Background: an optimization exercise with open tools, aiming at small area and a short achievable clock period. Do not read the settings as production practice.
Only simulation tests tie the RTL to the original design; equivalence was not proved.
Power figures rest on the tool's default switching activity, not on a simulated workload.

==> flow/design.v <==
module buffer
(
	input clk,
	input rst,
	input [31:0] in,
	output [31:0] out
);
	reg rst_r;
	reg [6:0] row2_r;
	reg [2:0] slot2_r;
	reg [1:0] wr_d, rd_d;
	reg [1:0] wr_1, rd_1;
	reg [1:0] wr_r, rd_r;
	reg [31:0] ring [0:253];
	reg [31:0] buffer_out;
	assign out = buffer_out;
	always @(*) begin
		case ({row2_r, slot2_r})
			{7'd0, 3'd0}, {7'd0, 3'd2}: {wr_d, rd_d} = {2'b00, 2'b01};
			{7'd0, 3'd1}, {7'd0, 3'd3}, {7'd0, 3'd4}: {wr_d, rd_d} = {2'b00, 2'b10};
			{7'd1, 3'd0}, {7'd1, 3'd2}, {7'd2, 3'd0}, {7'd2, 3'd2}, {7'd3, 3'd0}, {7'd3, 3'd2}, {7'd4, 3'd0}, {7'd4, 3'd2}, {7'd5, 3'd0}, {7'd5, 3'd2}, {7'd6, 3'd0}, {7'd6, 3'd2}, {7'd7, 3'd2}, {7'd8, 3'd2}, {7'd9, 3'd1}, {7'd9, 3'd2}, {7'd10, 3'd1}, {7'd10, 3'd2}, {7'd11, 3'd1}, {7'd11, 3'd2}, {7'd12, 3'd1}, {7'd12, 3'd2}, {7'd13, 3'd1}, {7'd13, 3'd2}, {7'd14, 3'd1}, {7'd14, 3'd2}, {7'd15, 3'd1}, {7'd15, 3'd2}, {7'd16, 3'd1}, {7'd16, 3'd2}, {7'd17, 3'd1}, {7'd17, 3'd2}, {7'd17, 3'd4}, {7'd18, 3'd1}, {7'd18, 3'd2}, {7'd18, 3'd3}, {7'd18, 3'd4}, {7'd19, 3'd1}, {7'd19, 3'd2}, {7'd19, 3'd3}, {7'd19, 3'd4}, {7'd20, 3'd1}, {7'd20, 3'd2}, {7'd20, 3'd3}, {7'd20, 3'd4}, {7'd21, 3'd1}, {7'd21, 3'd2}, {7'd21, 3'd3}, {7'd21, 3'd4}, {7'd22, 3'd1}, {7'd22, 3'd2}, {7'd22, 3'd3}, {7'd22, 3'd4}, {7'd23, 3'd1}, {7'd23, 3'd2}, {7'd23, 3'd3}, {7'd23, 3'd4}, {7'd24, 3'd2}, {7'd24, 3'd3}, {7'd24, 3'd4}, {7'd25, 3'd4}, {7'd26, 3'd4}, {7'd27, 3'd4}, {7'd28, 3'd4}, {7'd29, 3'd4}, {7'd30, 3'd4}, {7'd31, 3'd4}, {7'd32, 3'd4}, {7'd33, 3'd4}, {7'd34, 3'd4}, {7'd35, 3'd0}, {7'd35, 3'd1}, {7'd35, 3'd4}, {7'd36, 3'd0}, {7'd36, 3'd1}, {7'd36, 3'd4}, {7'd37, 3'd0}, {7'd37, 3'd1}, {7'd37, 3'd4}, {7'd38, 3'd0}, {7'd38, 3'd1}, {7'd38, 3'd4}, {7'd39, 3'd0}, {7'd39, 3'd1}, {7'd39, 3'd4}, {7'd40, 3'd0}, {7'd40, 3'd1}, {7'd40, 3'd4}, {7'd41, 3'd0}, {7'd41, 3'd1}, {7'd41, 3'd4}, {7'd42, 3'd0}, {7'd42, 3'd1}, {7'd43, 3'd0}, {7'd43, 3'd1}, {7'd43, 3'd3}, {7'd44, 3'd0}, {7'd44, 3'd1}, {7'd44, 3'd3}, {7'd45, 3'd0}, {7'd45, 3'd1}, {7'd45, 3'd3}, {7'd46, 3'd0}, {7'd46, 3'd1}, {7'd46, 3'd3}, {7'd47, 3'd0}, {7'd47, 3'd1}, {7'd47, 3'd3}, {7'd48, 3'd0}, {7'd48, 3'd1}, {7'd48, 3'd3}: {wr_d, rd_d} = {2'b01, 2'b01};
			{7'd1, 3'd1}, {7'd1, 3'd3}, {7'd1, 3'd4}, {7'd2, 3'd1}, {7'd2, 3'd3}, {7'd2, 3'd4}, {7'd3, 3'd1}, {7'd3, 3'd3}, {7'd3, 3'd4}, {7'd4, 3'd1}, {7'd4, 3'd3}, {7'd4, 3'd4}, {7'd5, 3'd1}, {7'd5, 3'd3}, {7'd5, 3'd4}, {7'd6, 3'd1}, {7'd6, 3'd3}, {7'd6, 3'd4}, {7'd7, 3'd1}, {7'd7, 3'd3}, {7'd7, 3'd4}, {7'd8, 3'd0}, {7'd8, 3'd3}, {7'd8, 3'd4}, {7'd9, 3'd0}, {7'd9, 3'd3}, {7'd9, 3'd4}, {7'd10, 3'd0}, {7'd10, 3'd3}, {7'd10, 3'd4}, {7'd11, 3'd0}, {7'd11, 3'd3}, {7'd11, 3'd4}, {7'd12, 3'd0}, {7'd12, 3'd3}, {7'd12, 3'd4}, {7'd13, 3'd0}, {7'd13, 3'd3}, {7'd13, 3'd4}, {7'd14, 3'd0}, {7'd14, 3'd3}, {7'd14, 3'd4}, {7'd15, 3'd0}, {7'd15, 3'd3}, {7'd15, 3'd4}, {7'd16, 3'd0}, {7'd16, 3'd3}, {7'd17, 3'd0}, {7'd18, 3'd0}, {7'd19, 3'd0}, {7'd20, 3'd0}, {7'd21, 3'd0}, {7'd22, 3'd0}, {7'd23, 3'd0}, {7'd24, 3'd0}, {7'd25, 3'd0}, {7'd25, 3'd1}, {7'd26, 3'd0}, {7'd26, 3'd1}, {7'd26, 3'd2}, {7'd26, 3'd3}, {7'd27, 3'd0}, {7'd27, 3'd1}, {7'd27, 3'd2}, {7'd27, 3'd3}, {7'd28, 3'd0}, {7'd28, 3'd1}, {7'd28, 3'd2}, {7'd28, 3'd3}, {7'd29, 3'd0}, {7'd29, 3'd1}, {7'd29, 3'd2}, {7'd29, 3'd3}, {7'd30, 3'd0}, {7'd30, 3'd1}, {7'd30, 3'd2}, {7'd30, 3'd3}, {7'd31, 3'd0}, {7'd31, 3'd1}, {7'd31, 3'd2}, {7'd31, 3'd3}, {7'd32, 3'd0}, {7'd32, 3'd1}, {7'd32, 3'd2}, {7'd32, 3'd3}, {7'd33, 3'd0}, {7'd33, 3'd1}, {7'd33, 3'd2}, {7'd33, 3'd3}, {7'd34, 3'd2}, {7'd34, 3'd3}, {7'd35, 3'd2}, {7'd35, 3'd3}, {7'd36, 3'd2}, {7'd36, 3'd3}, {7'd37, 3'd2}, {7'd37, 3'd3}, {7'd38, 3'd2}, {7'd38, 3'd3}, {7'd39, 3'd2}, {7'd39, 3'd3}, {7'd40, 3'd2}, {7'd40, 3'd3}, {7'd41, 3'd2}, {7'd41, 3'd3}, {7'd42, 3'd2}, {7'd43, 3'd2}, {7'd43, 3'd4}, {7'd44, 3'd2}, {7'd44, 3'd4}, {7'd45, 3'd2}, {7'd45, 3'd4}, {7'd46, 3'd2}, {7'd46, 3'd4}, {7'd47, 3'd2}, {7'd47, 3'd4}, {7'd48, 3'd2}, {7'd48, 3'd4}: {wr_d, rd_d} = {2'b10, 2'b10};
			{7'd7, 3'd0}, {7'd24, 3'd1}, {7'd25, 3'd2}, {7'd25, 3'd3}, {7'd42, 3'd4}: {wr_d, rd_d} = {2'b01, 2'b10};
			{7'd8, 3'd1}, {7'd16, 3'd4}, {7'd17, 3'd3}, {7'd34, 3'd0}, {7'd34, 3'd1}, {7'd42, 3'd3}: {wr_d, rd_d} = {2'b10, 2'b01};
			{7'd49, 3'd0}, {7'd49, 3'd1}, {7'd49, 3'd3}: {wr_d, rd_d} = {2'b01, 2'b00};
			{7'd49, 3'd2}, {7'd49, 3'd4}: {wr_d, rd_d} = {2'b10, 2'b00};
			default: {wr_d, rd_d} = 4'b0;
		endcase
	end
	always @(posedge clk) begin
		rst_r <= rst;
		if (rst_r) begin
			row2_r <= 7'd0;
			slot2_r <= 3'd3;
			wr_1 <= 2'b00;
			rd_1 <= 2'b01;
			wr_r <= 2'b00;
			rd_r <= 2'b10;
		end else begin
			row2_r <= slot2_r == 3'd5 ? row2_r + 7'd1 : row2_r;
			slot2_r <= slot2_r == 3'd5 ? 3'd0 : slot2_r + 3'd1;
			wr_1 <= wr_d;
			rd_1 <= rd_d;
			wr_r <= wr_1;
			rd_r <= rd_1;
		end
	end
	integer j;
	always @(posedge clk) begin
		for (j = 1; j < 254; j = j + 1)
			ring[j] <= ring[j-1];
		ring[0] <= ring[253];
		if (wr_r[0]) ring[0] <= in;
		if (wr_r[1]) ring[105] <= in;
	end
	always @(posedge clk)
		buffer_out <= ({32{rd_r[0]}} & ring[253]) | ({32{rd_r[1]}} & ring[104]);
endmodule
Settings: LEC_CHECK=0, CAP_MARGIN=40, CORE_MARGIN=2, CORE_UTILIZATION=55, CTS_CLUSTER_DIAMETER=100, CTS_CLUSTER_SIZE=30, PLACE_DENSITY=0.65, SETUP_SLACK_MARGIN=5, SLEW_MARGIN=20, SYNTH_MEMORY_MAX_BITS=16384; clock period 8.0 ns.
run.sh (not shown) runs the stock make flow with config.mk's settings and CLKGATE_MAP_FILE= SYNTH_SCRIPT=/design/flow/synth_recipe.tcl, a recipe that flattens the netlist after the stock synthesis.
The first run completed with no timing, DRC or antenna violations.
Edit:
--- a/flow/design.v
+++ b/flow/design.v
@@ -5,17 +5,15 @@
 	input [31:0] in,
 	output [31:0] out
 );
-	reg rst_r;
-	reg [6:0] row2_r;
-	reg [2:0] slot2_r;
+	reg [6:0] row1_r;
+	reg [2:0] slot1_r;
+	reg [1:0] wr_r, rd_r;
 	reg [1:0] wr_d, rd_d;
-	reg [1:0] wr_1, rd_1;
-	reg [1:0] wr_r, rd_r;
 	reg [31:0] ring [0:253];
 	reg [31:0] buffer_out;
 	assign out = buffer_out;
 	always @(*) begin
-		case ({row2_r, slot2_r})
+		case ({row1_r, slot1_r})
 			{7'd0, 3'd0}, {7'd0, 3'd2}: {wr_d, rd_d} = {2'b00, 2'b01};
 			{7'd0, 3'd1}, {7'd0, 3'd3}, {7'd0, 3'd4}: {wr_d, rd_d} = {2'b00, 2'b10};
 			{7'd1, 3'd0}, {7'd1, 3'd2}, {7'd2, 3'd0}, {7'd2, 3'd2}, {7'd3, 3'd0}, {7'd3, 3'd2}, {7'd4, 3'd0}, {7'd4, 3'd2}, {7'd5, 3'd0}, {7'd5, 3'd2}, {7'd6, 3'd0}, {7'd6, 3'd2}, {7'd7, 3'd2}, {7'd8, 3'd2}, {7'd9, 3'd1}, {7'd9, 3'd2}, {7'd10, 3'd1}, {7'd10, 3'd2}, {7'd11, 3'd1}, {7'd11, 3'd2}, {7'd12, 3'd1}, {7'd12, 3'd2}, {7'd13, 3'd1}, {7'd13, 3'd2}, {7'd14, 3'd1}, {7'd14, 3'd2}, {7'd15, 3'd1}, {7'd15, 3'd2}, {7'd16, 3'd1}, {7'd16, 3'd2}, {7'd17, 3'd1}, {7'd17, 3'd2}, {7'd17, 3'd4}, {7'd18, 3'd1}, {7'd18, 3'd2}, {7'd18, 3'd3}, {7'd18, 3'd4}, {7'd19, 3'd1}, {7'd19, 3'd2}, {7'd19, 3'd3}, {7'd19, 3'd4}, {7'd20, 3'd1}, {7'd20, 3'd2}, {7'd20, 3'd3}, {7'd20, 3'd4}, {7'd21, 3'd1}, {7'd21, 3'd2}, {7'd21, 3'd3}, {7'd21, 3'd4}, {7'd22, 3'd1}, {7'd22, 3'd2}, {7'd22, 3'd3}, {7'd22, 3'd4}, {7'd23, 3'd1}, {7'd23, 3'd2}, {7'd23, 3'd3}, {7'd23, 3'd4}, {7'd24, 3'd2}, {7'd24, 3'd3}, {7'd24, 3'd4}, {7'd25, 3'd4}, {7'd26, 3'd4}, {7'd27, 3'd4}, {7'd28, 3'd4}, {7'd29, 3'd4}, {7'd30, 3'd4}, {7'd31, 3'd4}, {7'd32, 3'd4}, {7'd33, 3'd4}, {7'd34, 3'd4}, {7'd35, 3'd0}, {7'd35, 3'd1}, {7'd35, 3'd4}, {7'd36, 3'd0}, {7'd36, 3'd1}, {7'd36, 3'd4}, {7'd37, 3'd0}, {7'd37, 3'd1}, {7'd37, 3'd4}, {7'd38, 3'd0}, {7'd38, 3'd1}, {7'd38, 3'd4}, {7'd39, 3'd0}, {7'd39, 3'd1}, {7'd39, 3'd4}, {7'd40, 3'd0}, {7'd40, 3'd1}, {7'd40, 3'd4}, {7'd41, 3'd0}, {7'd41, 3'd1}, {7'd41, 3'd4}, {7'd42, 3'd0}, {7'd42, 3'd1}, {7'd43, 3'd0}, {7'd43, 3'd1}, {7'd43, 3'd3}, {7'd44, 3'd0}, {7'd44, 3'd1}, {7'd44, 3'd3}, {7'd45, 3'd0}, {7'd45, 3'd1}, {7'd45, 3'd3}, {7'd46, 3'd0}, {7'd46, 3'd1}, {7'd46, 3'd3}, {7'd47, 3'd0}, {7'd47, 3'd1}, {7'd47, 3'd3}, {7'd48, 3'd0}, {7'd48, 3'd1}, {7'd48, 3'd3}: {wr_d, rd_d} = {2'b01, 2'b01};
@@ -28,21 +26,16 @@
 		endcase
 	end
 	always @(posedge clk) begin
-		rst_r <= rst;
-		if (rst_r) begin
-			row2_r <= 7'd0;
-			slot2_r <= 3'd3;
-			wr_1 <= 2'b00;
-			rd_1 <= 2'b01;
+		if (rst) begin
+			row1_r <= 7'd0;
+			slot1_r <= 3'd1;
 			wr_r <= 2'b00;
-			rd_r <= 2'b10;
+			rd_r <= 2'b01;
 		end else begin
-			row2_r <= slot2_r == 3'd5 ? row2_r + 7'd1 : row2_r;
-			slot2_r <= slot2_r == 3'd5 ? 3'd0 : slot2_r + 3'd1;
-			wr_1 <= wr_d;
-			rd_1 <= rd_d;
-			wr_r <= wr_1;
-			rd_r <= rd_1;
+			row1_r <= slot1_r == 3'd5 ? row1_r + 7'd1 : row1_r;
+			slot1_r <= slot1_r == 3'd5 ? 3'd0 : slot1_r + 3'd1;
+			wr_r <= wr_d;
+			rd_r <= rd_d;
 		end
 	end
 	integer j;
After rerunning:
- clock power is about the same
- global-route usage falls by 0.24 points
- non-clock buffer count decreases by 1
- utilization hardly moves
- power is about the same
- final area stays flat
- maximum frequency is about the same

[afterwards: timing with drivers on the ports]
No port has a modelled driver above. Below, the same layouts with a new extraction and two added sets of constraints.
Step 1 (the two cells are an assumption about what drives the block):
set clk [get_ports {clk}]
set_driving_cell -lib_cell sky130_fd_sc_hd__clkbuf_16 $clk
set_driving_cell -lib_cell sky130_fd_sc_hd__buf_2 [delete_from_list [all_inputs] $clk]
Step 2 adds t to the input delays and takes it off the output delays; t is the mean of the earliest and latest rising clock arrival at the registers after step 1. Input paths then give back, and output paths get back, about the clock's delay inside the block.
Three values: ideal, step 1, step 2; two values: the first two.
run	t (ns)	setup slack, ns	hold slack, ns	worst setup path at the end	worst register clock-pin slew, ns
the first run	0.976	5.045 / 4.955 / 5.126	0.317 / 0.317 / 0.317	register to register	0.11 / 0.11
the second run	0.976	5.050 / 4.960 / 4.290	0.314 / 0.314 / 0.314	input to register	0.11 / 0.11
After both steps every run listed still meets setup and hold. The setup slack of the second run, which loses most, moves by -0.090 ns with the drivers and by -0.760 ns with both steps.
